This is an optimization exercise on Yosys and OpenROAD, whose aim is small area, a short achievable clock period and few clock cycles, not a production implementation. Where RTL was checked, it was by simulation tests only, not by an equivalence proof against the original. Function not checked in run 2: the RTL went through the layout flow alone. Power is estimated from default activity; no workload was simulated.

==> flow/design.v (outline; a module is shown in full before it is edited, if it fits) <==
// module sdiv_op: 136 lines
// module sdiv_sub: 245 lines
// module sdiv_sub5: 41 lines
// module sdiv_pg0c: 4 lines
// module sdiv_pg0: 4 lines
// module sdiv_xnor: 3 lines
// module sdiv_oai_en: 3 lines
// module sdiv_oai: 4 lines
// module sdiv_aoi: 4 lines
// module sdiv_inv2: 4 lines
// module sdiv_abs: 173 lines
// module sdiv_nor2: 3 lines
// module sdiv_nand2: 3 lines
// module sdiv_inv1: 3 lines
// module sdiv_msb: 99 lines
// module sdiv_pmt: 3 lines
// module sdiv_pmi: 3 lines
// module sdiv_dnext: 18 lines
module sdiv_op #(parameter INPUTS = 2,
		parameter OUTPUTS = 1,
		parameter DATA_IN_SIZE = 32,
		parameter DATA_OUT_SIZE = 32)
		(
		input clk,
		input rst,
		input [INPUTS * (DATA_IN_SIZE)- 1 : 0]data_in_bus,
		input [INPUTS - 1 : 0]valid_in_bus,
		output [INPUTS - 1 : 0] ready_in_bus,
		output [OUTPUTS * (DATA_OUT_SIZE) - 1 : 0]data_out_bus,
		output [OUTPUTS - 1 : 0]valid_out_bus,
		input [OUTPUTS - 1 : 0] ready_out_bus
);
  // ...
==> flow/flow/run.sh <==
#!/bin/bash
# The standard layout, with small plain buffers on the ports instead of the
# delay cells buffer_ports picks by default. Every port still gets a buffer.
set -euo pipefail
export BUFFER_PORTS_ARGS="-buffer_cell sky130_fd_sc_hd__buf_1"
bash standard.sh > standard.log 2>&1
==> flow/standard.sh <==
#!/bin/bash
# synth_recipe.tcl (not shown) runs the flow's synth.tcl, then flattens the netlist and writes it again
# the make line also repeats each setting of config.mk as NAME=value (left out here)
make -C /OpenROAD-flow-scripts/flow DESIGN_CONFIG=/design/flow/config.mk WORK_HOME=/design/flow/orfs CLKGATE_MAP_FILE= SYNTH_SCRIPT=/design/flow/synth_recipe.tcl "${@:-finish}"
==> flow/config.mk <==
export PLATFORM = sky130hd
export DESIGN_NAME = sdiv_op
export DESIGN_NICKNAME = sdiv_op
export VERILOG_FILES = /design/flow/design.v
export SDC_FILE = /design/flow/constraint.sdc
export NUM_CORES = 4
export LEC_CHECK = 0
export CAP_MARGIN = 20
export CORE_MARGIN = 2
export CORE_UTILIZATION = 55
export CTS_BUF_LIST = sky130_fd_sc_hd__clkbuf_4 sky130_fd_sc_hd__clkbuf_8
export PLACE_DENSITY = 0.65
export SETUP_SLACK_MARGIN = 2.7
export SLEW_MARGIN = 20
export SYNTH_HIERARCHICAL = 1
==> flow/constraint.sdc <==
create_clock -name core_clock -period 5.0 [get_ports {clk}]
set_input_delay 1.0000 -clock core_clock [delete_from_list [all_inputs] [get_ports {clk}]]
set_output_delay 1.0000 -clock core_clock [all_outputs]
set_load 0.01 [all_outputs]
==> Implementation_results.wiki, run 1 <==
{| class="wikitable"
! Metric !! Value
|-
| Startpoint of the most critical register-to-register path || r[5]$_DFFE_PP_
|-
| Post-layout minimum cycle time || 2.25 ns
|-
| Cell count after synthesis || 1,459
|-
| Detailed-route DRC error count || 0
|-
| Clock buffer instance count of the final layout || 17
|-
| Final hold slack || slightly below 0.5 ns
|-
| N_diodes || 0
|-
| Non-clock inverter count || 82
|-
| Placed wire-length estimate || 26,100 microns
|-
| Heaviest power group || combinational cells
|-
| Leakage || 5.14 nW
|-
| Max Freq || roughly 440 MHz
|-
| Clock Latency Late Sink || roughly 0.47 ns
|-
| Count of synthesis-stage warnings from yosys || 7
|-
| CP top delay family || compound AO/OA/AOI/OAI gates
|-
| Power density over cell area || a little under 600 nW/um^2
|-
| Met1 Routed Length || 16,400 microns
|-
| Die area || 23,600 sq um
|-
| Proportion of cell area spent on the clock network || 0.0321
|-
| Largest cell class || multi-input combinational cells
|-
| Outcome || complete, no violations
|-
| Count of buffering cells on the critical path with inverters included || 0
|-
| Detailed-route via count || 10,794
|-
| Final weighted congestion in routability-driven placement || approximately 0.94
|-
| Placed cell count || 1,785
|-
| Drt initial violations || 1,080
|-
| Number of maximum-capacitance constraint violations || 0
|-
| CTS Root Cell || sky130_fd_sc_hd__clkbuf_8
|-
| Clock buffer depth || 2
|-
| Wire length of the first global-routing pass || roughly 55,000 microns
|-
| Sequential group share of total power || 0.255
|}
Testbench counts, summed over its fixed seeds: cycles 16,327.
==> module sdiv_op, before the edit <==
module sdiv_op #(parameter INPUTS = 2,
		parameter OUTPUTS = 1,
		parameter DATA_IN_SIZE = 32,
		parameter DATA_OUT_SIZE = 32)
		(
		input clk,
		input rst,
		input [INPUTS * (DATA_IN_SIZE)- 1 : 0]data_in_bus,
		input [INPUTS - 1 : 0]valid_in_bus,
		output [INPUTS - 1 : 0] ready_in_bus,
		output [OUTPUTS * (DATA_OUT_SIZE) - 1 : 0]data_out_bus,
		output [OUTPUTS - 1 : 0]valid_out_bus,
		input [OUTPUTS - 1 : 0] ready_out_bus
);
	localparam S_ACC = 4'b0001, S_PRE = 4'b0010, S_SHF = 4'b0100, S_DIV = 4'b1000;
	reg [3:0]  state;
	reg        rdy;       
	reg [1:0]  rin;       
	reg [1:0]  got;       
	reg        ov;        
	reg [31:0] r;         
	reg [31:0] d;         
	reg [31:0] q;         
	reg [4:0]  cnt;       
	reg [4:0]  shr;       
	reg        zq;        
	reg        sa, sb;    
	reg        cin_f;     
	reg        sb_f;      
	wire [1:0] rdy2 = {2{rdy}} & ~got;    
	assign ready_in_bus = rin;
	wire [1:0] fire = valid_in_bus & rdy2;
	wire [1:0] got_n = got | fire;
	wire qfree = ~ov | ready_out_bus[0];
	wire sq = sa ^ sb;
	wire [31:0] ain = data_in_bus[31:0];
	wire [31:0] bin = data_in_bus[63:32];
	wire [31:0] aabs;
	sdiv_abs u_abs (.a(ain), .y(aabs));
	wire [31:0] diff;
	wire qb, rsel;
	wire ren = state[3] | (state[1] & sq & qfree);
	sdiv_sub u_sub (.r(r), .d(d), .cin(cin_f), .en(ren), .diff(diff), .ge(qb), .ge_en(rsel));
	wire take = rdy & (&got_n);
	wire [31:0] d_nx;
	sdiv_dnext u_dn (.ld(rdy2[1]), .ldv(bin ^ {32{bin[31]}}), .shf(state[2]), .fill(sb_f), .s(shr),
		.div(state[3]), .d(d), .y(d_nx));
	wire [4:0] mr, md, sh;
	wire sh_ge;
	sdiv_msb u_mr (.x(r), .m(mr));
	sdiv_msb u_md (.x(d), .m(md));
	sdiv_sub5 u_sh (.r(mr), .d(md), .cin(1'b1), .diff(sh), .ge(sh_ge));
	assign valid_out_bus = ov;
	assign data_out_bus = q;
	reg [3:0] state_n;
	reg       rdy_n, ov_n;
	reg [1:0] got_nx;
	always @* begin
		state_n = state;
		rdy_n = rdy;
		ov_n = ov & ~ready_out_bus[0];
		got_nx = got;
		if (rdy) got_nx = take ? 2'b00 : got_n;
		case (1'b1)
			state[0]: begin
				if (zq) ov_n = 1'b1;
				if (take) begin
					state_n = S_PRE;
					rdy_n = 1'b0;
				end
			end
			state[1]: if (qfree) begin
				if (~qb) begin
					state_n = S_ACC;
					rdy_n = 1'b1;
				end else
					state_n = S_SHF;
			end
			state[2]: begin
				state_n = S_DIV;
				rdy_n = (shr == 5'd0);
			end
			default: begin
				rdy_n = (cnt == 5'd1);
				if (cnt == 5'd0) begin
					ov_n = 1'b1;
					if (take) state_n = S_PRE;
					else begin
						state_n = S_ACC;
						rdy_n = 1'b1;
					end
				end
			end
		endcase
	end
	always @(posedge clk, posedge rst)
		if (rst) begin
			state <= S_ACC;
			zq <= 1'b0;
			rdy <= 1'b1;
			rin <= 2'b11;
			got <= 2'b00;
			ov <= 1'b0;
		end else begin
			state <= state_n;
			zq <= state[1] & qfree & ~qb;
			rdy <= rdy_n;
			rin <= {2{rdy_n}} & ~got_nx;
			got <= got_nx;
			ov <= ov_n;
		end
	always @(posedge clk) begin
		case (1'b1)
			state[0]: if (zq) q <= 32'd0;
			state[1]: if (qfree) begin
				q <= {32{sq}};
			end
			state[3]: begin
				q <= {q[30:0], qb ^ sq};
				cnt <= cnt - 5'd1;
			end
			default: ;
		endcase
		if (rdy2[0]) r <= aabs;
		else if (rsel) r <= diff;
		if (rdy2[0]) sa <= ain[31];
		d <= d_nx;
		shr <= sh;
		if (state[2]) cnt <= shr;
		if (rdy2[1]) begin
			sb <= bin[31];
			sb_f <= bin[31];
			cin_f <= ~bin[31];
		end
	end
endmodule
==> module sdiv_sub5, before the edit <==
module sdiv_sub5 (
	input  [4:0] r,
	input  [4:0] d,
	input         cin,
	output [4:0] diff,
	output        ge
);
	wire [4:0] g0, p0;
	wire [4:0] g1, p1;
	wire [4:0] g2, p2;
	wire [4:0] g3, p3;
	wire [4:0] t;
	sdiv_xnor ut_0 (.a(r[0]), .b(d[0]), .y(t[0]));
	sdiv_xnor ut_1 (.a(r[1]), .b(d[1]), .y(t[1]));
	sdiv_xnor ut_2 (.a(r[2]), .b(d[2]), .y(t[2]));
	sdiv_xnor ut_3 (.a(r[3]), .b(d[3]), .y(t[3]));
	sdiv_xnor ut_4 (.a(r[4]), .b(d[4]), .y(t[4]));
	sdiv_pg0c u0_0 (.a(r[0]), .b(d[0]), .c(cin), .gn(g0[0]), .pn(p0[0]));
	sdiv_pg0 u0_1 (.a(r[1]), .b(d[1]), .gn(g0[1]), .pn(p0[1]));
	sdiv_pg0 u0_2 (.a(r[2]), .b(d[2]), .gn(g0[2]), .pn(p0[2]));
	sdiv_pg0 u0_3 (.a(r[3]), .b(d[3]), .gn(g0[3]), .pn(p0[3]));
	sdiv_pg0 u0_4 (.a(r[4]), .b(d[4]), .gn(g0[4]), .pn(p0[4]));
	sdiv_inv2 u1_0 (.g(g0[0]), .p(p0[0]), .go(g1[0]), .po(p1[0]));
	sdiv_oai u1_1 (.gh(g0[1]), .ph(p0[1]), .gl(g0[0]), .pl(p0[0]), .go(g1[1]), .po(p1[1]));
	sdiv_oai u1_2 (.gh(g0[2]), .ph(p0[2]), .gl(g0[1]), .pl(p0[1]), .go(g1[2]), .po(p1[2]));
	sdiv_oai u1_3 (.gh(g0[3]), .ph(p0[3]), .gl(g0[2]), .pl(p0[2]), .go(g1[3]), .po(p1[3]));
	sdiv_oai u1_4 (.gh(g0[4]), .ph(p0[4]), .gl(g0[3]), .pl(p0[3]), .go(g1[4]), .po(p1[4]));
	sdiv_inv2 u2_0 (.g(g1[0]), .p(p1[0]), .go(g2[0]), .po(p2[0]));
	sdiv_inv2 u2_1 (.g(g1[1]), .p(p1[1]), .go(g2[1]), .po(p2[1]));
	sdiv_aoi u2_2 (.gh(g1[2]), .ph(p1[2]), .gl(g1[0]), .pl(p1[0]), .go(g2[2]), .po(p2[2]));
	sdiv_aoi u2_3 (.gh(g1[3]), .ph(p1[3]), .gl(g1[1]), .pl(p1[1]), .go(g2[3]), .po(p2[3]));
	sdiv_aoi u2_4 (.gh(g1[4]), .ph(p1[4]), .gl(g1[2]), .pl(p1[2]), .go(g2[4]), .po(p2[4]));
	sdiv_inv2 u3_0 (.g(g2[0]), .p(p2[0]), .go(g3[0]), .po(p3[0]));
	sdiv_inv2 u3_1 (.g(g2[1]), .p(p2[1]), .go(g3[1]), .po(p3[1]));
	sdiv_inv2 u3_2 (.g(g2[2]), .p(p2[2]), .go(g3[2]), .po(p3[2]));
	sdiv_inv2 u3_3 (.g(g2[3]), .p(p2[3]), .go(g3[3]), .po(p3[3]));
	sdiv_oai u3_4 (.gh(g2[4]), .ph(p2[4]), .gl(g2[0]), .pl(p2[0]), .go(g3[4]), .po(p3[4]));
	wire [5:0] c = {g3, cin};
	assign diff = t ^ c[4:0];
	assign ge = c[5];
endmodule
==> module sdiv_pg0c, before the edit <==
module sdiv_pg0c (input a, input b, input c, output gn, output pn);
	assign gn = ~((a & ~b) | ((a | ~b) & c));
	assign pn = ~(a | ~b);
endmodule
==> module sdiv_pg0, before the edit <==
module sdiv_pg0 (input a, input b, output gn, output pn);
	assign gn = ~(a & ~b);
	assign pn = ~(a | ~b);
endmodule
==> module sdiv_msb, before the edit <==
module sdiv_msb (
	input  [31:0] x,
	output [4:0]  m
);
	wire [31:0] a0 = x;
	wire [15:0] a1;
	sdiv_nor2 o1_0 (.a(a0[1]), .b(a0[0]), .y(a1[0]));
	sdiv_nor2 o1_1 (.a(a0[3]), .b(a0[2]), .y(a1[1]));
	sdiv_nor2 o1_2 (.a(a0[5]), .b(a0[4]), .y(a1[2]));
	sdiv_nor2 o1_3 (.a(a0[7]), .b(a0[6]), .y(a1[3]));
	sdiv_nor2 o1_4 (.a(a0[9]), .b(a0[8]), .y(a1[4]));
	sdiv_nor2 o1_5 (.a(a0[11]), .b(a0[10]), .y(a1[5]));
	sdiv_nor2 o1_6 (.a(a0[13]), .b(a0[12]), .y(a1[6]));
	sdiv_nor2 o1_7 (.a(a0[15]), .b(a0[14]), .y(a1[7]));
	sdiv_nor2 o1_8 (.a(a0[17]), .b(a0[16]), .y(a1[8]));
	sdiv_nor2 o1_9 (.a(a0[19]), .b(a0[18]), .y(a1[9]));
	sdiv_nor2 o1_10 (.a(a0[21]), .b(a0[20]), .y(a1[10]));
	sdiv_nor2 o1_11 (.a(a0[23]), .b(a0[22]), .y(a1[11]));
	sdiv_nor2 o1_12 (.a(a0[25]), .b(a0[24]), .y(a1[12]));
	sdiv_nor2 o1_13 (.a(a0[27]), .b(a0[26]), .y(a1[13]));
	sdiv_nor2 o1_14 (.a(a0[29]), .b(a0[28]), .y(a1[14]));
	sdiv_nor2 o1_15 (.a(a0[31]), .b(a0[30]), .y(a1[15]));
	wire [7:0] a2;
	sdiv_nand2 o2_0 (.a(a1[1]), .b(a1[0]), .y(a2[0]));
	sdiv_nand2 o2_1 (.a(a1[3]), .b(a1[2]), .y(a2[1]));
	sdiv_nand2 o2_2 (.a(a1[5]), .b(a1[4]), .y(a2[2]));
	sdiv_nand2 o2_3 (.a(a1[7]), .b(a1[6]), .y(a2[3]));
	sdiv_nand2 o2_4 (.a(a1[9]), .b(a1[8]), .y(a2[4]));
	sdiv_nand2 o2_5 (.a(a1[11]), .b(a1[10]), .y(a2[5]));
	sdiv_nand2 o2_6 (.a(a1[13]), .b(a1[12]), .y(a2[6]));
	sdiv_nand2 o2_7 (.a(a1[15]), .b(a1[14]), .y(a2[7]));
	wire [3:0] a3;
	sdiv_nor2 o3_0 (.a(a2[1]), .b(a2[0]), .y(a3[0]));
	sdiv_nor2 o3_1 (.a(a2[3]), .b(a2[2]), .y(a3[1]));
	sdiv_nor2 o3_2 (.a(a2[5]), .b(a2[4]), .y(a3[2]));
	sdiv_nor2 o3_3 (.a(a2[7]), .b(a2[6]), .y(a3[3]));
	wire [1:0] a4;
	sdiv_nand2 o4_0 (.a(a3[1]), .b(a3[0]), .y(a4[0]));
	sdiv_nand2 o4_1 (.a(a3[3]), .b(a3[2]), .y(a4[1]));
	wire [0:0] a5;
	sdiv_nor2 o5_0 (.a(a4[1]), .b(a4[0]), .y(a5[0]));
	wire f0_1_0;
	sdiv_pmt p0_1_0 (.fh(a0[3]), .ahn(a1[1]), .fl(a0[1]), .fn(f0_1_0));
	wire f0_1_1;
	sdiv_pmt p0_1_1 (.fh(a0[7]), .ahn(a1[3]), .fl(a0[5]), .fn(f0_1_1));
	wire f0_1_2;
	sdiv_pmt p0_1_2 (.fh(a0[11]), .ahn(a1[5]), .fl(a0[9]), .fn(f0_1_2));
	wire f0_1_3;
	sdiv_pmt p0_1_3 (.fh(a0[15]), .ahn(a1[7]), .fl(a0[13]), .fn(f0_1_3));
	wire f0_1_4;
	sdiv_pmt p0_1_4 (.fh(a0[19]), .ahn(a1[9]), .fl(a0[17]), .fn(f0_1_4));
	wire f0_1_5;
	sdiv_pmt p0_1_5 (.fh(a0[23]), .ahn(a1[11]), .fl(a0[21]), .fn(f0_1_5));
	wire f0_1_6;
	sdiv_pmt p0_1_6 (.fh(a0[27]), .ahn(a1[13]), .fl(a0[25]), .fn(f0_1_6));
	wire f0_1_7;
	sdiv_pmt p0_1_7 (.fh(a0[31]), .ahn(a1[15]), .fl(a0[29]), .fn(f0_1_7));
	wire f0_2_0;
	sdiv_pmi p0_2_0 (.fhn(f0_1_1), .ah(a2[1]), .fln(f0_1_0), .f(f0_2_0));
	wire f0_2_1;
	sdiv_pmi p0_2_1 (.fhn(f0_1_3), .ah(a2[3]), .fln(f0_1_2), .f(f0_2_1));
	wire f0_2_2;
	sdiv_pmi p0_2_2 (.fhn(f0_1_5), .ah(a2[5]), .fln(f0_1_4), .f(f0_2_2));
	wire f0_2_3;
	sdiv_pmi p0_2_3 (.fhn(f0_1_7), .ah(a2[7]), .fln(f0_1_6), .f(f0_2_3));
	wire f0_3_0;
	sdiv_pmt p0_3_0 (.fh(f0_2_1), .ahn(a3[1]), .fl(f0_2_0), .fn(f0_3_0));
	wire f0_3_1;
	sdiv_pmt p0_3_1 (.fh(f0_2_3), .ahn(a3[3]), .fl(f0_2_2), .fn(f0_3_1));
	wire f0_4_0;
	sdiv_pmi p0_4_0 (.fhn(f0_3_1), .ah(a4[1]), .fln(f0_3_0), .f(f0_4_0));
	assign m[0] = f0_4_0;
	wire f1_1_0;
	sdiv_pmi p1_1_0 (.fhn(a1[3]), .ah(a2[1]), .fln(a1[1]), .f(f1_1_0));
	wire f1_1_1;
	sdiv_pmi p1_1_1 (.fhn(a1[7]), .ah(a2[3]), .fln(a1[5]), .f(f1_1_1));
	wire f1_1_2;
	sdiv_pmi p1_1_2 (.fhn(a1[11]), .ah(a2[5]), .fln(a1[9]), .f(f1_1_2));
	wire f1_1_3;
	sdiv_pmi p1_1_3 (.fhn(a1[15]), .ah(a2[7]), .fln(a1[13]), .f(f1_1_3));
	wire f1_2_0;
	sdiv_pmt p1_2_0 (.fh(f1_1_1), .ahn(a3[1]), .fl(f1_1_0), .fn(f1_2_0));
	wire f1_2_1;
	sdiv_pmt p1_2_1 (.fh(f1_1_3), .ahn(a3[3]), .fl(f1_1_2), .fn(f1_2_1));
	wire f1_3_0;
	sdiv_pmi p1_3_0 (.fhn(f1_2_1), .ah(a4[1]), .fln(f1_2_0), .f(f1_3_0));
	assign m[1] = f1_3_0;
	wire f2_1_0;
	sdiv_pmt p2_1_0 (.fh(a2[3]), .ahn(a3[1]), .fl(a2[1]), .fn(f2_1_0));
	wire f2_1_1;
	sdiv_pmt p2_1_1 (.fh(a2[7]), .ahn(a3[3]), .fl(a2[5]), .fn(f2_1_1));
	wire f2_2_0;
	sdiv_pmi p2_2_0 (.fhn(f2_1_1), .ah(a4[1]), .fln(f2_1_0), .f(f2_2_0));
	assign m[2] = f2_2_0;
	wire f3_1_0;
	sdiv_pmi p3_1_0 (.fhn(a3[3]), .ah(a4[1]), .fln(a3[1]), .f(f3_1_0));
	assign m[3] = f3_1_0;
	assign m[4] = a4[1];
endmodule
==> module sdiv_dnext, before the edit <==
module sdiv_dnext (
	input         ld,
	input  [31:0] ldv,
	input         shf,
	input         fill,
	input  [4:0]  s,
	input         div,
	input  [31:0] d,
	output [31:0] y
);
	wire [31:0] y0 = s[0] ? {d[30:0],  {1{fill}}}  : d;
	wire [31:0] y1 = s[1] ? {y0[29:0], {2{fill}}}  : y0;
	wire [31:0] y2 = s[2] ? {y1[27:0], {4{fill}}}  : y1;
	wire [31:0] y3 = s[3] ? {y2[23:0], {8{fill}}}  : y2;
	wire [31:0] dsh = s[4] ? {y3[15:0], {16{fill}}} : y3;
	wire [31:0] base = ld ? ldv : (div ? {1'b0, d[31:1]} : d);
	assign y = shf ? dsh : base;
endmodule
==> inputs of run 2 (changes only) <==
--- a/flow/design.v
+++ b/flow/design.v
@@ -7,18 +7,18 @@
 		input rst,
 		input [INPUTS * (DATA_IN_SIZE)- 1 : 0]data_in_bus,
 		input [INPUTS - 1 : 0]valid_in_bus,
 		output [INPUTS - 1 : 0] ready_in_bus,
 		output [OUTPUTS * (DATA_OUT_SIZE) - 1 : 0]data_out_bus,
 		output [OUTPUTS - 1 : 0]valid_out_bus,
 		input [OUTPUTS - 1 : 0] ready_out_bus
 );
-	localparam S_ACC = 4'b0001, S_PRE = 4'b0010, S_SHF = 4'b0100, S_DIV = 4'b1000;
-	reg [3:0]  state;
+	localparam S_ACC = 2'd0, S_PRE = 2'd1, S_SHF = 2'd2, S_DIV = 2'd3;
+	reg [1:0]  state;
 	reg        rdy;       
 	reg [1:0]  rin;       
 	reg [1:0]  got;       
 	reg        ov;        
 	reg [31:0] r;         
 	reg [31:0] d;         
 	reg [31:0] q;         
 	reg [4:0]  cnt;       
@@ -33,55 +33,58 @@
 	wire [1:0] got_n = got | fire;
 	wire qfree = ~ov | ready_out_bus[0];
 	wire sq = sa ^ sb;
 	wire [31:0] ain = data_in_bus[31:0];
 	wire [31:0] bin = data_in_bus[63:32];
 	wire [31:0] aabs;
 	sdiv_abs u_abs (.a(ain), .y(aabs));
 	wire [31:0] diff;
-	wire qb, rsel;
-	wire ren = state[3] | (state[1] & sq & qfree);
-	sdiv_sub u_sub (.r(r), .d(d), .cin(cin_f), .en(ren), .diff(diff), .ge(qb), .ge_en(rsel));
+	wire qb;
+	sdiv_sub u_sub (.r(r), .d(d), .cin(cin_f), .diff(diff), .ge(qb));
 	wire take = rdy & (&got_n);
-	wire [31:0] d_nx;
-	sdiv_dnext u_dn (.ld(rdy2[1]), .ldv(bin ^ {32{bin[31]}}), .shf(state[2]), .fill(sb_f), .s(shr),
-		.div(state[3]), .d(d), .y(d_nx));
+	wire [31:0] r_nx;
+	sdiv_rnext u_rn (.ld(rdy2[0]), .ldv(aabs), .en((state == S_DIV) | ((state == S_PRE) & sq & qfree)),
+		.ge(qb), .diff(diff), .r(r), .y(r_nx));
+	wire [31:0] dsh, d_nx;
+	sdiv_dnext u_dn (.ld(rdy2[1]), .ldv(bin ^ {32{bin[31]}}), .shf(state == S_SHF), .dsh(dsh),
+		.div(state == S_DIV), .d(d), .y(d_nx));
+	sdiv_shl u_shl (.x(d), .fill(sb_f), .s(shr), .y(dsh));
 	wire [4:0] mr, md, sh;
 	wire sh_ge;
 	sdiv_msb u_mr (.x(r), .m(mr));
 	sdiv_msb u_md (.x(d), .m(md));
 	sdiv_sub5 u_sh (.r(mr), .d(md), .cin(1'b1), .diff(sh), .ge(sh_ge));
 	assign valid_out_bus = ov;
 	assign data_out_bus = q;
-	reg [3:0] state_n;
+	reg [1:0] state_n;
 	reg       rdy_n, ov_n;
 	reg [1:0] got_nx;
 	always @* begin
 		state_n = state;
 		rdy_n = rdy;
 		ov_n = ov & ~ready_out_bus[0];
 		got_nx = got;
 		if (rdy) got_nx = take ? 2'b00 : got_n;
-		case (1'b1)
-			state[0]: begin
+		case (state)
+			S_ACC: begin
 				if (zq) ov_n = 1'b1;
 				if (take) begin
 					state_n = S_PRE;
 					rdy_n = 1'b0;
 				end
 			end
-			state[1]: if (qfree) begin
+			S_PRE: if (qfree) begin
 				if (~qb) begin
 					state_n = S_ACC;
 					rdy_n = 1'b1;
 				end else
 					state_n = S_SHF;
 			end
-			state[2]: begin
+			S_SHF: begin
 				state_n = S_DIV;
 				rdy_n = (shr == 5'd0);
 			end
 			default: begin
 				rdy_n = (cnt == 5'd1);
 				if (cnt == 5'd0) begin
 					ov_n = 1'b1;
 					if (take) state_n = S_PRE;
@@ -98,127 +101,94 @@
 			state <= S_ACC;
 			zq <= 1'b0;
 			rdy <= 1'b1;
 			rin <= 2'b11;
 			got <= 2'b00;
 			ov <= 1'b0;
 		end else begin
 			state <= state_n;
-			zq <= state[1] & qfree & ~qb;
+			zq <= (state == S_PRE) & qfree & ~qb;
 			rdy <= rdy_n;
 			rin <= {2{rdy_n}} & ~got_nx;
 			got <= got_nx;
 			ov <= ov_n;
 		end
 	always @(posedge clk) begin
-		case (1'b1)
-			state[0]: if (zq) q <= 32'd0;
-			state[1]: if (qfree) begin
+		case (state)
+			S_ACC: if (zq) q <= 32'd0;
+			S_PRE: if (qfree) begin
 				q <= {32{sq}};
 			end
-			state[3]: begin
+			S_DIV: begin
 				q <= {q[30:0], qb ^ sq};
 				cnt <= cnt - 5'd1;
 			end
 			default: ;
 		endcase
-		if (rdy2[0]) r <= aabs;
-		else if (rsel) r <= diff;
-		if (rdy2[0]) sa <= ain[31];
+		r <= r_nx;
+		if (rdy2[0]) begin
+			sa <= ain[31];
+		end
 		d <= d_nx;
 		shr <= sh;
-		if (state[2]) cnt <= shr;
+		if (state == S_SHF) cnt <= shr;
 		if (rdy2[1]) begin
 			sb <= bin[31];
 			sb_f <= bin[31];
 			cin_f <= ~bin[31];
 		end
 	end
 endmodule
 module sdiv_sub (
 	input  [31:0] r,
 	input  [31:0] d,
 	input         cin,
-	input         en,
 	output [31:0] diff,
-	output        ge,
-	output        ge_en
+	output        ge
 );
 	wire [31:0] g0, p0;
 	wire [31:0] g1, p1;
 	wire [31:0] g2, p2;
 	wire [31:0] g3, p3;
 	wire [31:0] g4, p4;
 	wire [31:0] g5, p5;
 	wire [31:0] t;
-	sdiv_xnor ut_0 (.a(r[0]), .b(d[0]), .y(t[0]));
-	sdiv_xnor ut_1 (.a(r[1]), .b(d[1]), .y(t[1]));
-	sdiv_xnor ut_2 (.a(r[2]), .b(d[2]), .y(t[2]));
-	sdiv_xnor ut_3 (.a(r[3]), .b(d[3]), .y(t[3]));
-	sdiv_xnor ut_4 (.a(r[4]), .b(d[4]), .y(t[4]));
-	sdiv_xnor ut_5 (.a(r[5]), .b(d[5]), .y(t[5]));
-	sdiv_xnor ut_6 (.a(r[6]), .b(d[6]), .y(t[6]));
-	sdiv_xnor ut_7 (.a(r[7]), .b(d[7]), .y(t[7]));
-	sdiv_xnor ut_8 (.a(r[8]), .b(d[8]), .y(t[8]));
-	sdiv_xnor ut_9 (.a(r[9]), .b(d[9]), .y(t[9]));
-	sdiv_xnor ut_10 (.a(r[10]), .b(d[10]), .y(t[10]));
-	sdiv_xnor ut_11 (.a(r[11]), .b(d[11]), .y(t[11]));
-	sdiv_xnor ut_12 (.a(r[12]), .b(d[12]), .y(t[12]));
-	sdiv_xnor ut_13 (.a(r[13]), .b(d[13]), .y(t[13]));
-	sdiv_xnor ut_14 (.a(r[14]), .b(d[14]), .y(t[14]));
-	sdiv_xnor ut_15 (.a(r[15]), .b(d[15]), .y(t[15]));
-	sdiv_xnor ut_16 (.a(r[16]), .b(d[16]), .y(t[16]));
-	sdiv_xnor ut_17 (.a(r[17]), .b(d[17]), .y(t[17]));
-	sdiv_xnor ut_18 (.a(r[18]), .b(d[18]), .y(t[18]));
-	sdiv_xnor ut_19 (.a(r[19]), .b(d[19]), .y(t[19]));
-	sdiv_xnor ut_20 (.a(r[20]), .b(d[20]), .y(t[20]));
-	sdiv_xnor ut_21 (.a(r[21]), .b(d[21]), .y(t[21]));
-	sdiv_xnor ut_22 (.a(r[22]), .b(d[22]), .y(t[22]));
-	sdiv_xnor ut_23 (.a(r[23]), .b(d[23]), .y(t[23]));
-	sdiv_xnor ut_24 (.a(r[24]), .b(d[24]), .y(t[24]));
-	sdiv_xnor ut_25 (.a(r[25]), .b(d[25]), .y(t[25]));
-	sdiv_xnor ut_26 (.a(r[26]), .b(d[26]), .y(t[26]));
-	sdiv_xnor ut_27 (.a(r[27]), .b(d[27]), .y(t[27]));
-	sdiv_xnor ut_28 (.a(r[28]), .b(d[28]), .y(t[28]));
-	sdiv_xnor ut_29 (.a(r[29]), .b(d[29]), .y(t[29]));
-	sdiv_xnor ut_30 (.a(r[30]), .b(d[30]), .y(t[30]));
-	sdiv_xnor ut_31 (.a(r[31]), .b(d[31]), .y(t[31]));
-	sdiv_pg0c u0_0 (.a(r[0]), .b(d[0]), .c(cin), .gn(g0[0]), .pn(p0[0]));
-	sdiv_pg0 u0_1 (.a(r[1]), .b(d[1]), .gn(g0[1]), .pn(p0[1]));
-	sdiv_pg0 u0_2 (.a(r[2]), .b(d[2]), .gn(g0[2]), .pn(p0[2]));
-	sdiv_pg0 u0_3 (.a(r[3]), .b(d[3]), .gn(g0[3]), .pn(p0[3]));
-	sdiv_pg0 u0_4 (.a(r[4]), .b(d[4]), .gn(g0[4]), .pn(p0[4]));
-	sdiv_pg0 u0_5 (.a(r[5]), .b(d[5]), .gn(g0[5]), .pn(p0[5]));
-	sdiv_pg0 u0_6 (.a(r[6]), .b(d[6]), .gn(g0[6]), .pn(p0[6]));
-	sdiv_pg0 u0_7 (.a(r[7]), .b(d[7]), .gn(g0[7]), .pn(p0[7]));
-	sdiv_pg0 u0_8 (.a(r[8]), .b(d[8]), .gn(g0[8]), .pn(p0[8]));
-	sdiv_pg0 u0_9 (.a(r[9]), .b(d[9]), .gn(g0[9]), .pn(p0[9]));
-	sdiv_pg0 u0_10 (.a(r[10]), .b(d[10]), .gn(g0[10]), .pn(p0[10]));
-	sdiv_pg0 u0_11 (.a(r[11]), .b(d[11]), .gn(g0[11]), .pn(p0[11]));
-	sdiv_pg0 u0_12 (.a(r[12]), .b(d[12]), .gn(g0[12]), .pn(p0[12]));
-	sdiv_pg0 u0_13 (.a(r[13]), .b(d[13]), .gn(g0[13]), .pn(p0[13]));
-	sdiv_pg0 u0_14 (.a(r[14]), .b(d[14]), .gn(g0[14]), .pn(p0[14]));
-	sdiv_pg0 u0_15 (.a(r[15]), .b(d[15]), .gn(g0[15]), .pn(p0[15]));
-	sdiv_pg0 u0_16 (.a(r[16]), .b(d[16]), .gn(g0[16]), .pn(p0[16]));
-	sdiv_pg0 u0_17 (.a(r[17]), .b(d[17]), .gn(g0[17]), .pn(p0[17]));
-	sdiv_pg0 u0_18 (.a(r[18]), .b(d[18]), .gn(g0[18]), .pn(p0[18]));
-	sdiv_pg0 u0_19 (.a(r[19]), .b(d[19]), .gn(g0[19]), .pn(p0[19]));
-	sdiv_pg0 u0_20 (.a(r[20]), .b(d[20]), .gn(g0[20]), .pn(p0[20]));
-	sdiv_pg0 u0_21 (.a(r[21]), .b(d[21]), .gn(g0[21]), .pn(p0[21]));
-	sdiv_pg0 u0_22 (.a(r[22]), .b(d[22]), .gn(g0[22]), .pn(p0[22]));
-	sdiv_pg0 u0_23 (.a(r[23]), .b(d[23]), .gn(g0[23]), .pn(p0[23]));
-	sdiv_pg0 u0_24 (.a(r[24]), .b(d[24]), .gn(g0[24]), .pn(p0[24]));
-	sdiv_pg0 u0_25 (.a(r[25]), .b(d[25]), .gn(g0[25]), .pn(p0[25]));
-	sdiv_pg0 u0_26 (.a(r[26]), .b(d[26]), .gn(g0[26]), .pn(p0[26]));
-	sdiv_pg0 u0_27 (.a(r[27]), .b(d[27]), .gn(g0[27]), .pn(p0[27]));
-	sdiv_pg0 u0_28 (.a(r[28]), .b(d[28]), .gn(g0[28]), .pn(p0[28]));
-	sdiv_pg0 u0_29 (.a(r[29]), .b(d[29]), .gn(g0[29]), .pn(p0[29]));
-	sdiv_pg0 u0_30 (.a(r[30]), .b(d[30]), .gn(g0[30]), .pn(p0[30]));
-	sdiv_pg0 u0_31 (.a(r[31]), .b(d[31]), .gn(g0[31]), .pn(p0[31]));
+	sdiv_pg0c u0_0 (.a(r[0]), .b(d[0]), .c(cin), .gn(g0[0]), .pn(p0[0]), .t(t[0]));
+	sdiv_pg0 u0_1 (.a(r[1]), .b(d[1]), .gn(g0[1]), .pn(p0[1]), .t(t[1]));
+	sdiv_pg0 u0_2 (.a(r[2]), .b(d[2]), .gn(g0[2]), .pn(p0[2]), .t(t[2]));
+	sdiv_pg0 u0_3 (.a(r[3]), .b(d[3]), .gn(g0[3]), .pn(p0[3]), .t(t[3]));
+	sdiv_pg0 u0_4 (.a(r[4]), .b(d[4]), .gn(g0[4]), .pn(p0[4]), .t(t[4]));
+	sdiv_pg0 u0_5 (.a(r[5]), .b(d[5]), .gn(g0[5]), .pn(p0[5]), .t(t[5]));
+	sdiv_pg0 u0_6 (.a(r[6]), .b(d[6]), .gn(g0[6]), .pn(p0[6]), .t(t[6]));
+	sdiv_pg0 u0_7 (.a(r[7]), .b(d[7]), .gn(g0[7]), .pn(p0[7]), .t(t[7]));
+	sdiv_pg0 u0_8 (.a(r[8]), .b(d[8]), .gn(g0[8]), .pn(p0[8]), .t(t[8]));
+	sdiv_pg0 u0_9 (.a(r[9]), .b(d[9]), .gn(g0[9]), .pn(p0[9]), .t(t[9]));
+	sdiv_pg0 u0_10 (.a(r[10]), .b(d[10]), .gn(g0[10]), .pn(p0[10]), .t(t[10]));
+	sdiv_pg0 u0_11 (.a(r[11]), .b(d[11]), .gn(g0[11]), .pn(p0[11]), .t(t[11]));
+	sdiv_pg0 u0_12 (.a(r[12]), .b(d[12]), .gn(g0[12]), .pn(p0[12]), .t(t[12]));
+	sdiv_pg0 u0_13 (.a(r[13]), .b(d[13]), .gn(g0[13]), .pn(p0[13]), .t(t[13]));
+	sdiv_pg0 u0_14 (.a(r[14]), .b(d[14]), .gn(g0[14]), .pn(p0[14]), .t(t[14]));
+	sdiv_pg0 u0_15 (.a(r[15]), .b(d[15]), .gn(g0[15]), .pn(p0[15]), .t(t[15]));
+	sdiv_pg0 u0_16 (.a(r[16]), .b(d[16]), .gn(g0[16]), .pn(p0[16]), .t(t[16]));
+	sdiv_pg0 u0_17 (.a(r[17]), .b(d[17]), .gn(g0[17]), .pn(p0[17]), .t(t[17]));
+	sdiv_pg0 u0_18 (.a(r[18]), .b(d[18]), .gn(g0[18]), .pn(p0[18]), .t(t[18]));
+	sdiv_pg0 u0_19 (.a(r[19]), .b(d[19]), .gn(g0[19]), .pn(p0[19]), .t(t[19]));
+	sdiv_pg0 u0_20 (.a(r[20]), .b(d[20]), .gn(g0[20]), .pn(p0[20]), .t(t[20]));
+	sdiv_pg0 u0_21 (.a(r[21]), .b(d[21]), .gn(g0[21]), .pn(p0[21]), .t(t[21]));
+	sdiv_pg0 u0_22 (.a(r[22]), .b(d[22]), .gn(g0[22]), .pn(p0[22]), .t(t[22]));
+	sdiv_pg0 u0_23 (.a(r[23]), .b(d[23]), .gn(g0[23]), .pn(p0[23]), .t(t[23]));
+	sdiv_pg0 u0_24 (.a(r[24]), .b(d[24]), .gn(g0[24]), .pn(p0[24]), .t(t[24]));
+	sdiv_pg0 u0_25 (.a(r[25]), .b(d[25]), .gn(g0[25]), .pn(p0[25]), .t(t[25]));
+	sdiv_pg0 u0_26 (.a(r[26]), .b(d[26]), .gn(g0[26]), .pn(p0[26]), .t(t[26]));
+	sdiv_pg0 u0_27 (.a(r[27]), .b(d[27]), .gn(g0[27]), .pn(p0[27]), .t(t[27]));
+	sdiv_pg0 u0_28 (.a(r[28]), .b(d[28]), .gn(g0[28]), .pn(p0[28]), .t(t[28]));
+	sdiv_pg0 u0_29 (.a(r[29]), .b(d[29]), .gn(g0[29]), .pn(p0[29]), .t(t[29]));
+	sdiv_pg0 u0_30 (.a(r[30]), .b(d[30]), .gn(g0[30]), .pn(p0[30]), .t(t[30]));
+	sdiv_pg0 u0_31 (.a(r[31]), .b(d[31]), .gn(g0[31]), .pn(p0[31]), .t(t[31]));
 	sdiv_inv2 u1_0 (.g(g0[0]), .p(p0[0]), .go(g1[0]), .po(p1[0]));
 	sdiv_oai u1_1 (.gh(g0[1]), .ph(p0[1]), .gl(g0[0]), .pl(p0[0]), .go(g1[1]), .po(p1[1]));
 	sdiv_oai u1_2 (.gh(g0[2]), .ph(p0[2]), .gl(g0[1]), .pl(p0[1]), .go(g1[2]), .po(p1[2]));
 	sdiv_oai u1_3 (.gh(g0[3]), .ph(p0[3]), .gl(g0[2]), .pl(p0[2]), .go(g1[3]), .po(p1[3]));
 	sdiv_oai u1_4 (.gh(g0[4]), .ph(p0[4]), .gl(g0[3]), .pl(p0[3]), .go(g1[4]), .po(p1[4]));
 	sdiv_oai u1_5 (.gh(g0[5]), .ph(p0[5]), .gl(g0[4]), .pl(p0[4]), .go(g1[5]), .po(p1[5]));
 	sdiv_oai u1_6 (.gh(g0[6]), .ph(p0[6]), .gl(g0[5]), .pl(p0[5]), .go(g1[6]), .po(p1[6]));
 	sdiv_oai u1_7 (.gh(g0[7]), .ph(p0[7]), .gl(g0[6]), .pl(p0[6]), .go(g1[7]), .po(p1[7]));
@@ -372,40 +342,34 @@
 	sdiv_oai u5_27 (.gh(g4[27]), .ph(p4[27]), .gl(g4[11]), .pl(p4[11]), .go(g5[27]), .po(p5[27]));
 	sdiv_oai u5_28 (.gh(g4[28]), .ph(p4[28]), .gl(g4[12]), .pl(p4[12]), .go(g5[28]), .po(p5[28]));
 	sdiv_oai u5_29 (.gh(g4[29]), .ph(p4[29]), .gl(g4[13]), .pl(p4[13]), .go(g5[29]), .po(p5[29]));
 	sdiv_oai u5_30 (.gh(g4[30]), .ph(p4[30]), .gl(g4[14]), .pl(p4[14]), .go(g5[30]), .po(p5[30]));
 	sdiv_oai u5_31 (.gh(g4[31]), .ph(p4[31]), .gl(g4[15]), .pl(p4[15]), .go(g5[31]), .po(p5[31]));
 	wire [32:0] c = {g5, cin};
 	assign diff = t ^ c[31:0];
 	assign ge = c[32];
-	sdiv_oai_en ue (.gh(g4[31]), .ph(p4[31]), .gl(g4[15]), .en(en), .y(ge_en));
 endmodule
 module sdiv_sub5 (
 	input  [4:0] r,
 	input  [4:0] d,
 	input         cin,
 	output [4:0] diff,
 	output        ge
 );
 	wire [4:0] g0, p0;
 	wire [4:0] g1, p1;
 	wire [4:0] g2, p2;
 	wire [4:0] g3, p3;
 	wire [4:0] t;
-	sdiv_xnor ut_0 (.a(r[0]), .b(d[0]), .y(t[0]));
-	sdiv_xnor ut_1 (.a(r[1]), .b(d[1]), .y(t[1]));
-	sdiv_xnor ut_2 (.a(r[2]), .b(d[2]), .y(t[2]));
-	sdiv_xnor ut_3 (.a(r[3]), .b(d[3]), .y(t[3]));
-	sdiv_xnor ut_4 (.a(r[4]), .b(d[4]), .y(t[4]));
-	sdiv_pg0c u0_0 (.a(r[0]), .b(d[0]), .c(cin), .gn(g0[0]), .pn(p0[0]));
-	sdiv_pg0 u0_1 (.a(r[1]), .b(d[1]), .gn(g0[1]), .pn(p0[1]));
-	sdiv_pg0 u0_2 (.a(r[2]), .b(d[2]), .gn(g0[2]), .pn(p0[2]));
-	sdiv_pg0 u0_3 (.a(r[3]), .b(d[3]), .gn(g0[3]), .pn(p0[3]));
-	sdiv_pg0 u0_4 (.a(r[4]), .b(d[4]), .gn(g0[4]), .pn(p0[4]));
+	sdiv_pg0c u0_0 (.a(r[0]), .b(d[0]), .c(cin), .gn(g0[0]), .pn(p0[0]), .t(t[0]));
+	sdiv_pg0 u0_1 (.a(r[1]), .b(d[1]), .gn(g0[1]), .pn(p0[1]), .t(t[1]));
+	sdiv_pg0 u0_2 (.a(r[2]), .b(d[2]), .gn(g0[2]), .pn(p0[2]), .t(t[2]));
+	sdiv_pg0 u0_3 (.a(r[3]), .b(d[3]), .gn(g0[3]), .pn(p0[3]), .t(t[3]));
+	sdiv_pg0 u0_4 (.a(r[4]), .b(d[4]), .gn(g0[4]), .pn(p0[4]), .t(t[4]));
 	sdiv_inv2 u1_0 (.g(g0[0]), .p(p0[0]), .go(g1[0]), .po(p1[0]));
 	sdiv_oai u1_1 (.gh(g0[1]), .ph(p0[1]), .gl(g0[0]), .pl(p0[0]), .go(g1[1]), .po(p1[1]));
 	sdiv_oai u1_2 (.gh(g0[2]), .ph(p0[2]), .gl(g0[1]), .pl(p0[1]), .go(g1[2]), .po(p1[2]));
 	sdiv_oai u1_3 (.gh(g0[3]), .ph(p0[3]), .gl(g0[2]), .pl(p0[2]), .go(g1[3]), .po(p1[3]));
 	sdiv_oai u1_4 (.gh(g0[4]), .ph(p0[4]), .gl(g0[3]), .pl(p0[3]), .go(g1[4]), .po(p1[4]));
 	sdiv_inv2 u2_0 (.g(g1[0]), .p(p1[0]), .go(g2[0]), .po(p2[0]));
 	sdiv_inv2 u2_1 (.g(g1[1]), .p(p1[1]), .go(g2[1]), .po(p2[1]));
 	sdiv_aoi u2_2 (.gh(g1[2]), .ph(p1[2]), .gl(g1[0]), .pl(p1[0]), .go(g2[2]), .po(p2[2]));
@@ -415,29 +379,25 @@
 	sdiv_inv2 u3_1 (.g(g2[1]), .p(p2[1]), .go(g3[1]), .po(p3[1]));
 	sdiv_inv2 u3_2 (.g(g2[2]), .p(p2[2]), .go(g3[2]), .po(p3[2]));
 	sdiv_inv2 u3_3 (.g(g2[3]), .p(p2[3]), .go(g3[3]), .po(p3[3]));
 	sdiv_oai u3_4 (.gh(g2[4]), .ph(p2[4]), .gl(g2[0]), .pl(p2[0]), .go(g3[4]), .po(p3[4]));
 	wire [5:0] c = {g3, cin};
 	assign diff = t ^ c[4:0];
 	assign ge = c[5];
 endmodule
-module sdiv_pg0c (input a, input b, input c, output gn, output pn);
+module sdiv_pg0c (input a, input b, input c, output gn, output pn, output t);
 	assign gn = ~((a & ~b) | ((a | ~b) & c));
 	assign pn = ~(a | ~b);
+	assign t = a ^ ~b;
 endmodule
-module sdiv_pg0 (input a, input b, output gn, output pn);
+module sdiv_pg0 (input a, input b, output gn, output pn, output t);
 	assign gn = ~(a & ~b);
 	assign pn = ~(a | ~b);
-endmodule
-module sdiv_xnor (input a, input b, output y);
-	assign y = a ^ ~b;
-endmodule
-module sdiv_oai_en (input gh, input ph, input gl, input en, output y);
-	assign y = ~(gh & (ph | gl)) & en;
+	assign t = a ^ ~b;
 endmodule
 module sdiv_oai (input gh, input ph, input gl, input pl, output go, output po);
 	assign go = ~(gh & (ph | gl));
 	assign po = ~(ph | pl);
 endmodule
 module sdiv_aoi (input gh, input ph, input gl, input pl, output go, output po);
 	assign go = ~(gh | (ph & gl));
 	assign po = ~(ph & pl);
@@ -623,131 +583,72 @@
 	assign y = ~(a | b);
 endmodule
 module sdiv_nand2 (input a, input b, output y);
 	assign y = ~(a & b);
 endmodule
 module sdiv_inv1 (input a, output y);
 	assign y = ~a;
 endmodule
-module sdiv_msb (
+module sdiv_shl (
 	input  [31:0] x,
-	output [4:0]  m
+	input         fill,
+	input  [4:0]  s,
+	output [31:0] y
 );
-	wire [31:0] a0 = x;
-	wire [15:0] a1;
-	sdiv_nor2 o1_0 (.a(a0[1]), .b(a0[0]), .y(a1[0]));
-	sdiv_nor2 o1_1 (.a(a0[3]), .b(a0[2]), .y(a1[1]));
-	sdiv_nor2 o1_2 (.a(a0[5]), .b(a0[4]), .y(a1[2]));
-	sdiv_nor2 o1_3 (.a(a0[7]), .b(a0[6]), .y(a1[3]));
-	sdiv_nor2 o1_4 (.a(a0[9]), .b(a0[8]), .y(a1[4]));
-	sdiv_nor2 o1_5 (.a(a0[11]), .b(a0[10]), .y(a1[5]));
-	sdiv_nor2 o1_6 (.a(a0[13]), .b(a0[12]), .y(a1[6]));
-	sdiv_nor2 o1_7 (.a(a0[15]), .b(a0[14]), .y(a1[7]));
-	sdiv_nor2 o1_8 (.a(a0[17]), .b(a0[16]), .y(a1[8]));
-	sdiv_nor2 o1_9 (.a(a0[19]), .b(a0[18]), .y(a1[9]));
-	sdiv_nor2 o1_10 (.a(a0[21]), .b(a0[20]), .y(a1[10]));
-	sdiv_nor2 o1_11 (.a(a0[23]), .b(a0[22]), .y(a1[11]));
-	sdiv_nor2 o1_12 (.a(a0[25]), .b(a0[24]), .y(a1[12]));
-	sdiv_nor2 o1_13 (.a(a0[27]), .b(a0[26]), .y(a1[13]));
-	sdiv_nor2 o1_14 (.a(a0[29]), .b(a0[28]), .y(a1[14]));
-	sdiv_nor2 o1_15 (.a(a0[31]), .b(a0[30]), .y(a1[15]));
-	wire [7:0] a2;
-	sdiv_nand2 o2_0 (.a(a1[1]), .b(a1[0]), .y(a2[0]));
-	sdiv_nand2 o2_1 (.a(a1[3]), .b(a1[2]), .y(a2[1]));
-	sdiv_nand2 o2_2 (.a(a1[5]), .b(a1[4]), .y(a2[2]));
-	sdiv_nand2 o2_3 (.a(a1[7]), .b(a1[6]), .y(a2[3]));
-	sdiv_nand2 o2_4 (.a(a1[9]), .b(a1[8]), .y(a2[4]));
-	sdiv_nand2 o2_5 (.a(a1[11]), .b(a1[10]), .y(a2[5]));
-	sdiv_nand2 o2_6 (.a(a1[13]), .b(a1[12]), .y(a2[6]));
-	sdiv_nand2 o2_7 (.a(a1[15]), .b(a1[14]), .y(a2[7]));
-	wire [3:0] a3;
-	sdiv_nor2 o3_0 (.a(a2[1]), .b(a2[0]), .y(a3[0]));
-	sdiv_nor2 o3_1 (.a(a2[3]), .b(a2[2]), .y(a3[1]));
-	sdiv_nor2 o3_2 (.a(a2[5]), .b(a2[4]), .y(a3[2]));
-	sdiv_nor2 o3_3 (.a(a2[7]), .b(a2[6]), .y(a3[3]));
-	wire [1:0] a4;
-	sdiv_nand2 o4_0 (.a(a3[1]), .b(a3[0]), .y(a4[0]));
-	sdiv_nand2 o4_1 (.a(a3[3]), .b(a3[2]), .y(a4[1]));
-	wire [0:0] a5;
-	sdiv_nor2 o5_0 (.a(a4[1]), .b(a4[0]), .y(a5[0]));
-	wire f0_1_0;
-	sdiv_pmt p0_1_0 (.fh(a0[3]), .ahn(a1[1]), .fl(a0[1]), .fn(f0_1_0));
-	wire f0_1_1;
-	sdiv_pmt p0_1_1 (.fh(a0[7]), .ahn(a1[3]), .fl(a0[5]), .fn(f0_1_1));
-	wire f0_1_2;
-	sdiv_pmt p0_1_2 (.fh(a0[11]), .ahn(a1[5]), .fl(a0[9]), .fn(f0_1_2));
-	wire f0_1_3;
-	sdiv_pmt p0_1_3 (.fh(a0[15]), .ahn(a1[7]), .fl(a0[13]), .fn(f0_1_3));
-	wire f0_1_4;
-	sdiv_pmt p0_1_4 (.fh(a0[19]), .ahn(a1[9]), .fl(a0[17]), .fn(f0_1_4));
-	wire f0_1_5;
-	sdiv_pmt p0_1_5 (.fh(a0[23]), .ahn(a1[11]), .fl(a0[21]), .fn(f0_1_5));
-	wire f0_1_6;
-	sdiv_pmt p0_1_6 (.fh(a0[27]), .ahn(a1[13]), .fl(a0[25]), .fn(f0_1_6));
-	wire f0_1_7;
-	sdiv_pmt p0_1_7 (.fh(a0[31]), .ahn(a1[15]), .fl(a0[29]), .fn(f0_1_7));
-	wire f0_2_0;
-	sdiv_pmi p0_2_0 (.fhn(f0_1_1), .ah(a2[1]), .fln(f0_1_0), .f(f0_2_0));
-	wire f0_2_1;
-	sdiv_pmi p0_2_1 (.fhn(f0_1_3), .ah(a2[3]), .fln(f0_1_2), .f(f0_2_1));
-	wire f0_2_2;
-	sdiv_pmi p0_2_2 (.fhn(f0_1_5), .ah(a2[5]), .fln(f0_1_4), .f(f0_2_2));
-	wire f0_2_3;
-	sdiv_pmi p0_2_3 (.fhn(f0_1_7), .ah(a2[7]), .fln(f0_1_6), .f(f0_2_3));
-	wire f0_3_0;
-	sdiv_pmt p0_3_0 (.fh(f0_2_1), .ahn(a3[1]), .fl(f0_2_0), .fn(f0_3_0));
-	wire f0_3_1;
-	sdiv_pmt p0_3_1 (.fh(f0_2_3), .ahn(a3[3]), .fl(f0_2_2), .fn(f0_3_1));
-	wire f0_4_0;
-	sdiv_pmi p0_4_0 (.fhn(f0_3_1), .ah(a4[1]), .fln(f0_3_0), .f(f0_4_0));
-	assign m[0] = f0_4_0;
-	wire f1_1_0;
-	sdiv_pmi p1_1_0 (.fhn(a1[3]), .ah(a2[1]), .fln(a1[1]), .f(f1_1_0));
-	wire f1_1_1;
-	sdiv_pmi p1_1_1 (.fhn(a1[7]), .ah(a2[3]), .fln(a1[5]), .f(f1_1_1));
-	wire f1_1_2;
-	sdiv_pmi p1_1_2 (.fhn(a1[11]), .ah(a2[5]), .fln(a1[9]), .f(f1_1_2));
-	wire f1_1_3;
-	sdiv_pmi p1_1_3 (.fhn(a1[15]), .ah(a2[7]), .fln(a1[13]), .f(f1_1_3));
-	wire f1_2_0;
-	sdiv_pmt p1_2_0 (.fh(f1_1_1), .ahn(a3[1]), .fl(f1_1_0), .fn(f1_2_0));
-	wire f1_2_1;
-	sdiv_pmt p1_2_1 (.fh(f1_1_3), .ahn(a3[3]), .fl(f1_1_2), .fn(f1_2_1));
-	wire f1_3_0;
-	sdiv_pmi p1_3_0 (.fhn(f1_2_1), .ah(a4[1]), .fln(f1_2_0), .f(f1_3_0));
-	assign m[1] = f1_3_0;
-	wire f2_1_0;
-	sdiv_pmt p2_1_0 (.fh(a2[3]), .ahn(a3[1]), .fl(a2[1]), .fn(f2_1_0));
-	wire f2_1_1;
-	sdiv_pmt p2_1_1 (.fh(a2[7]), .ahn(a3[3]), .fl(a2[5]), .fn(f2_1_1));
-	wire f2_2_0;
-	sdiv_pmi p2_2_0 (.fhn(f2_1_1), .ah(a4[1]), .fln(f2_1_0), .f(f2_2_0));
-	assign m[2] = f2_2_0;
-	wire f3_1_0;
-	sdiv_pmi p3_1_0 (.fhn(a3[3]), .ah(a4[1]), .fln(a3[1]), .f(f3_1_0));
-	assign m[3] = f3_1_0;
-	assign m[4] = a4[1];
-endmodule
-module sdiv_pmt (input fh, input ahn, input fl, output fn);
-	assign fn = ~(fh | (ahn & fl));
+	wire [31:0] y0 = s[0] ? {x[30:0],  {1{fill}}}  : x;
+	wire [31:0] y1 = s[1] ? {y0[29:0], {2{fill}}}  : y0;
+	wire [31:0] y2 = s[2] ? {y1[27:0], {4{fill}}}  : y1;
+	wire [31:0] y3 = s[3] ? {y2[23:0], {8{fill}}}  : y2;
+	assign y       = s[4] ? {y3[15:0], {16{fill}}} : y3;
 endmodule
-module sdiv_pmi (input fhn, input ah, input fln, output f);
-	assign f = ~(fhn & (ah | fln));
+module sdiv_msb (
+input  [31:0] x,
+output reg [4:0] m
+);
+	reg [15:0] v1; reg [15:0] p1;
+	reg [7:0]  v2; reg [15:0] p2;
+	reg [3:0]  v3; reg [11:0] p3;
+	reg [1:0]  v4; reg [7:0]  p4;
+	integer i;
+	always @* begin
+		for (i = 0; i < 16; i = i + 1) begin
+			v1[i] = x[2*i+1] | x[2*i];
+			p1[i] = x[2*i+1];
+		end
+		for (i = 0; i < 8; i = i + 1) begin
+			v2[i] = v1[2*i+1] | v1[2*i];
+			p2[2*i +: 2] = v1[2*i+1] ? {1'b1, p1[2*i+1]} : {1'b0, p1[2*i]};
+		end
+		for (i = 0; i < 4; i = i + 1) begin
+			v3[i] = v2[2*i+1] | v2[2*i];
+			p3[3*i +: 3] = v2[2*i+1] ? {1'b1, p2[2*(2*i+1) +: 2]} : {1'b0, p2[2*(2*i) +: 2]};
+		end
+		for (i = 0; i < 2; i = i + 1) begin
+			v4[i] = v3[2*i+1] | v3[2*i];
+			p4[4*i +: 4] = v3[2*i+1] ? {1'b1, p3[3*(2*i+1) +: 3]} : {1'b0, p3[3*(2*i) +: 3]};
+		end
+		m = v4[1] ? {1'b1, p4[7:4]} : {1'b0, p4[3:0]};
+	end
 endmodule
 module sdiv_dnext (
 	input         ld,
 	input  [31:0] ldv,
 	input         shf,
-	input         fill,
-	input  [4:0]  s,
+	input  [31:0] dsh,
 	input         div,
 	input  [31:0] d,
 	output [31:0] y
 );
-	wire [31:0] y0 = s[0] ? {d[30:0],  {1{fill}}}  : d;
-	wire [31:0] y1 = s[1] ? {y0[29:0], {2{fill}}}  : y0;
-	wire [31:0] y2 = s[2] ? {y1[27:0], {4{fill}}}  : y1;
-	wire [31:0] y3 = s[3] ? {y2[23:0], {8{fill}}}  : y2;
-	wire [31:0] dsh = s[4] ? {y3[15:0], {16{fill}}} : y3;
-	wire [31:0] base = ld ? ldv : (div ? {1'b0, d[31:1]} : d);
-	assign y = shf ? dsh : base;
+	wire [31:0] base = div ? {1'b0, d[31:1]} : d;
+	assign y = ld ? ldv : (shf ? dsh : base);
+endmodule
+module sdiv_rnext (
+	input         ld,
+	input  [31:0] ldv,
+	input         en,
+	input         ge,
+	input  [31:0] diff,
+	input  [31:0] r,
+	output [31:0] y
+);
+	assign y = ld ? ldv : ((ge & en) ? diff : r);
 endmodule
==> flow/run.sh (new file) <==
#!/bin/bash
# synth_recipe.tcl (not shown) runs the flow's synth.tcl, then flattens the netlist and writes it again
# the make line also repeats each setting of config.mk as NAME=value (left out here)
make -C /OpenROAD-flow-scripts/flow DESIGN_CONFIG=/design/flow/config.mk WORK_HOME=/design/flow/orfs CLKGATE_MAP_FILE= SYNTH_SCRIPT=/design/flow/synth_recipe.tcl finish
==> flow/config.mk (replaced) <==
export PLATFORM = sky130hd
export DESIGN_NAME = sdiv_op
export DESIGN_NICKNAME = sdiv_op
export VERILOG_FILES = /design/flow/design.v
export SDC_FILE = /design/flow/constraint.sdc
export NUM_CORES = 4
export LEC_CHECK = 0
export CAP_MARGIN = 20
export CORE_MARGIN = 2
export CORE_UTILIZATION = 60
export PLACE_DENSITY = 0.7
export SETUP_SLACK_MARGIN = 2.4
export SLEW_MARGIN = 20
export SYNTH_HIERARCHICAL = 1
removed: flow/flow/run.sh
removed: flow/standard.sh
==> run 2 against run 1 <==
  * Still clean
  * Highest routed layer is now met4
  * Critical path type unchanged
  * Non-clock buffer count rose by 10
  * Final cell count grew 10%
  * Sequential power fell by 52%
==> Implementation_results.wiki, run 2 <==
{| class="wikitable"
! Metric !! Value
|-
| Outcome || complete, no violations
|-
| Commonest cells after routing, fill and taps aside || 234 x sky130_fd_sc_hd__inv_1, 210 x sky130_fd_sc_hd__nand2_1, 153 x sky130_fd_sc_hd__nor2_1
|-
| Required time at the worst-slack endpoint || 5.31 ns
|-
| Drt initial violations || 1,135 (+5.1%)
|-
| Standard cell with the maximum stage delay on the critical path || sky130_fd_sc_hd__or4_1
|-
| Number of sinks handled by clock tree synthesis || 118
|-
| Most frequent standard cell in the layout excluding fill and tap cells || sky130_fd_sc_hd__inv_1
|-
| Nets || 1,879
|-
| Max-slew violation count || 0
|-
| Actual transition at the worst max-transition pin || 1.02 ns
|-
| Detailed-route DRC error count || 0 (unchanged)
|-
| Detailed-route via count || 12,185 (+13%)
|-
| Wire length of the first global-routing pass || 61,900 microns (+12%)
|-
| Top fanout value on the critical path || 6
|-
| Origin of the worst min-delay path || r[26]$_DFF_P_
|-
| Effective utilization at floorplan || 0.609
|-
| Die area || 24,100 sq um (+2.0%)
|-
| TritonCTS clock tree || done
|-
| CP max stage delay || 0.61 ns
|-
| Clock buffer depth || 2 (unchanged)
|-
| Register-to-Register Path Depth || 11
|-
| Count of synthesis-stage warnings from yosys || 8 (+1)
|-
| Number of top-level design ports || 104
|-
| Clock transition time at the flip-flop clock pins of the worst setup and hold paths || 0.07 ns
|-
| Startpoint of the most critical register-to-register path || r[14]$_DFF_P_
|-
| Worst r2r dst || shr[4]$_DFF_P_
|-
| Layer carrying the most global-route usage || met2
|-
| H-tree Lvls || 4
|-
| Hold worst-path end || r[26]$_DFF_P_
|-
| Multi-input gate area in the final layout || 9700 sq um
|-
| Max Freq || 374 MHz (-16%)
|-
| CTS Root Cell || sky130_fd_sc_hd__clkbuf_16
|-
| Largest registers || d (32), q (32), r (32)
|-
| Number of maximum-capacitance constraint violations || 0 (unchanged)
|-
| Final setup vio count || 0
|-
| Startpoint types || register
|-
| Post-Route WL || 39,700 microns
|-
| Fraction of met1 tracks used by global routing || 0.459
|-
| Reg2reg setup slack || 2.33 ns
|-
| Combined flip-flop and latch cell area || 2930 sq um
|-
| Setup repair after global routing missed its margin || true
|-
| Clock skew after layout || between 0.01 and 0.015 ns
|-
| Met3 GRT Util || 0.0554
|-
| Count of buffering cells on the critical path with inverters included || 2 (+2)
|-
| Die span in x || 155 microns
|-
| Number of antenna violations at the first check in global routing || 0
|-
| Fraction of layout instances using a drive strength above 1 || 0.266
|-
| CP top delay family || simple AND/OR/NAND/NOR gates
|-
| Worst hold stages || 2
|-
| Worst path cell trace || or4_1 -> nor2b_4 -> o211a_4 -> o32ai_4 -> buf_4 -> ha_1 -> a21oi_2 -> o21ai_2 -> a21oi_2 -> inv_1 -> xor2_1
|-
| Met2 routing resource usage after global routing || 0.520
|-
| Number of rows created at floorplan || 55
|-
| Tightest slew margin relative to the limit || 0.313
|-
| Critical path endpoint category || register
|-
| Power density over cell area || 156 nW/um^2 (-74%)
|-
| Drt first pass iters || 6
|-
| Leakage || 6.81 nW (+32%)
|-
| Total routing resource utilization after global routing || 0.326
|-
| Count of buffers inserted at the top-level ports || between 100 and 150
|-
| Vias in the first global route || between 10,000 and 15,000
|-
| Cell count after synthesis || 1,642 (+13%)
|-
| Post-layout minimum cycle time || 2.67 ns (+0.421 ns)
|-
| Clock Latency Late Sink || 0.43 ns (-0.04 ns)
|-
| Count of nets left with antenna violations after detail routing || 0
|-
| Area growth from synthesis to layout || 16.2%
|-
| Via count normalized by instance count || roughly 6
|-
| Number of hold-repair buffers added at the cts stage || 0
|-
| Height of the chip || 155 microns
|-
| Largest net degree at the start of global routing || 68
|-
| Core area || between 20,000 and 25,000 sq um
|-
| Class of the worst hold path || reg -> reg
|-
| Grt ovf || 0
|-
| Sum of negative setup slack || 0 ns
|-
| Maximum ir drop on the vdd rail || 216 uV
|-
| Wire length per cell after detailed routing || 19.6 microns
|-
| Synthesized area || 13,700 sq um
|-
| Filler instances || 1,805
|-
| Synth Area per Inst || 8.34 sq um
|-
| Final weighted congestion in routability-driven placement || 1.00 (+6.9%)
|-
| Crit path top cell by count || sky130_fd_sc_hd__a21oi_2
|-
| Type of the setup path with the least slack || reg -> reg
|-
| Placed wire-length estimate || 29,400 microns (+13%)
|-
| TritonCTS buffer count || 17
|-
| Final hold vios || 0
|-
| Arrival time at the worst endpoint || 2.98 ns
|-
| Utilization of the core after routing || 0.708
|-
| Final cycle utilization of the critical path || 0.535
|}
[run 2: cell types whose count changed in the layout (fill, tap and decap cells not counted), sizes merged, moves of 40 or more]
cell           previous run  this run
ha                        3        80
xnor2                    73        33
a21oi                   130        87
nor2                    228       169
inv                      87       243
buf                     134        45
nand2                   169       211
clkdlybuf4s50             0       101
mux2                     64        11
[run 2: what timing repair did]
action,in CTS,in global routing
buffers inserted,6,21
endpoints found under the setup margin,70,55
pin swaps,4,8
cloned,1,0
gates resized for setup,53,60
[run 2: metrics by stage]
stage	total power [W]	hold WS [ns]	worst slack, ns	area (sq um)	std cells
global placement	0.00120	0.529	1.95	14700	1967
detailed placement	0.00120	0.542	1.90	14700	1967
finish	0.00248	0.552	2.33	15900	2030
CTS	0.00249	0.560	2.36	15600	2006
floorplan	0.00112	0.486	2.45	13700	1644
global route	0.00254	0.576	2.29	15900	2028
[run 2: final cells by class]
type / instances / share of cell area
clock inverters: 15 / 0.0115
repair buffers: 146 / 0.0910
inverters: 234 / 0.0551
well taps: 285 / 0.0224
multi-input cells: 1213 / 0.609
clock buffers: 17 / 0.0267
diodes: 2 / 0.000314
flip-flops and latches: 118 / 0.184
[run 2: worst reg2reg max path: stages (launching register included)]
cell                      delay, ns
sky130_fd_sc_hd__dfxtp_2       0.36
sky130_fd_sc_hd__or4_1         0.61
sky130_fd_sc_hd__nor2b_4       0.23
sky130_fd_sc_hd__o211a_4       0.24
sky130_fd_sc_hd__o32ai_4       0.10
sky130_fd_sc_hd__buf_4         0.19
sky130_fd_sc_hd__ha_1          0.20
sky130_fd_sc_hd__a21oi_2       0.18
sky130_fd_sc_hd__o21ai_2       0.10
sky130_fd_sc_hd__a21oi_2       0.12
sky130_fd_sc_hd__inv_1         0.05
sky130_fd_sc_hd__xor2_1        0.17
[run 2: how the worst max path moves through the flow]
| stage | from | endpoint | slack (ns) | cells after the start |
|---|---|---|---|---|
| 2_1_floorplan | ready_out_bus[0] | q[0]$_DFFE_PP_ | 2.45 | 4 |
| 6_report | r[14]$_DFF_P_ | shr[4]$_DFF_P_ | 2.33 | 11 |
| 3_3_place_gp | shr[1]$_DFF_P_ | d[27]$_DFF_P_ | 1.95 | 7 |
| 3_5_place_dp | shr[1]$_DFF_P_ | d[27]$_DFF_P_ | 1.90 | 7 |
| 4_1_cts | r[11]$_DFF_P_ | r[21]$_DFF_P_ | 2.36 | 11 |
| 5_1_grt | r[9]$_DFF_P_ | shr[3]$_DFF_P_ | 2.29 | 11 |
[run 2: routing by layer]
metal,vias to the layer above,wire length [microns]
met5,-,0
met4,0,771
met3,60,3400
met2,528,18000
met1,5784,17600
li1,5813,-
[run 2: report_power, final]
part | switching (W) | internal, W
sequential | 0.00000574 | 0.000975
combinational | 0.0000919 | 0.000105
clock | 0.000549 | 0.000757
total | 0.000647 | 0.00184

[re-timing with driven ports]
No port has a modelled driver above. Below, the same layouts with a new extraction and two added sets of constraints. Step 1 assumes that a clkbuf_16 drives the clock port and a buf_2 every other input. Step 2 adds t to the input delays and takes it off the output delays; t is the mean of the earliest and latest rising clock arrival at the registers after step 1. Input paths then give back, and output paths get back, about the clock's delay inside the block. Three values: ideal, step 1, step 2; two values: the first two.
run	t (ns)	setup slack, ns	latest minus earliest clock arrival (ns)	worst slew at a driven data input, ns	cell pins on the clock port's net
run 1	0.508	2.748 / 2.748 / 2.325	0.015 / 0.015	0.04	1
run 2	0.472	2.327 / 2.327 / 2.130	0.013 / 0.013	0.05	1
After both steps setup and hold are still met in every run listed. For run 1, which loses most, drivers alone change the setup slack by 0.000 ns; drivers and shift together by -0.423 ns.
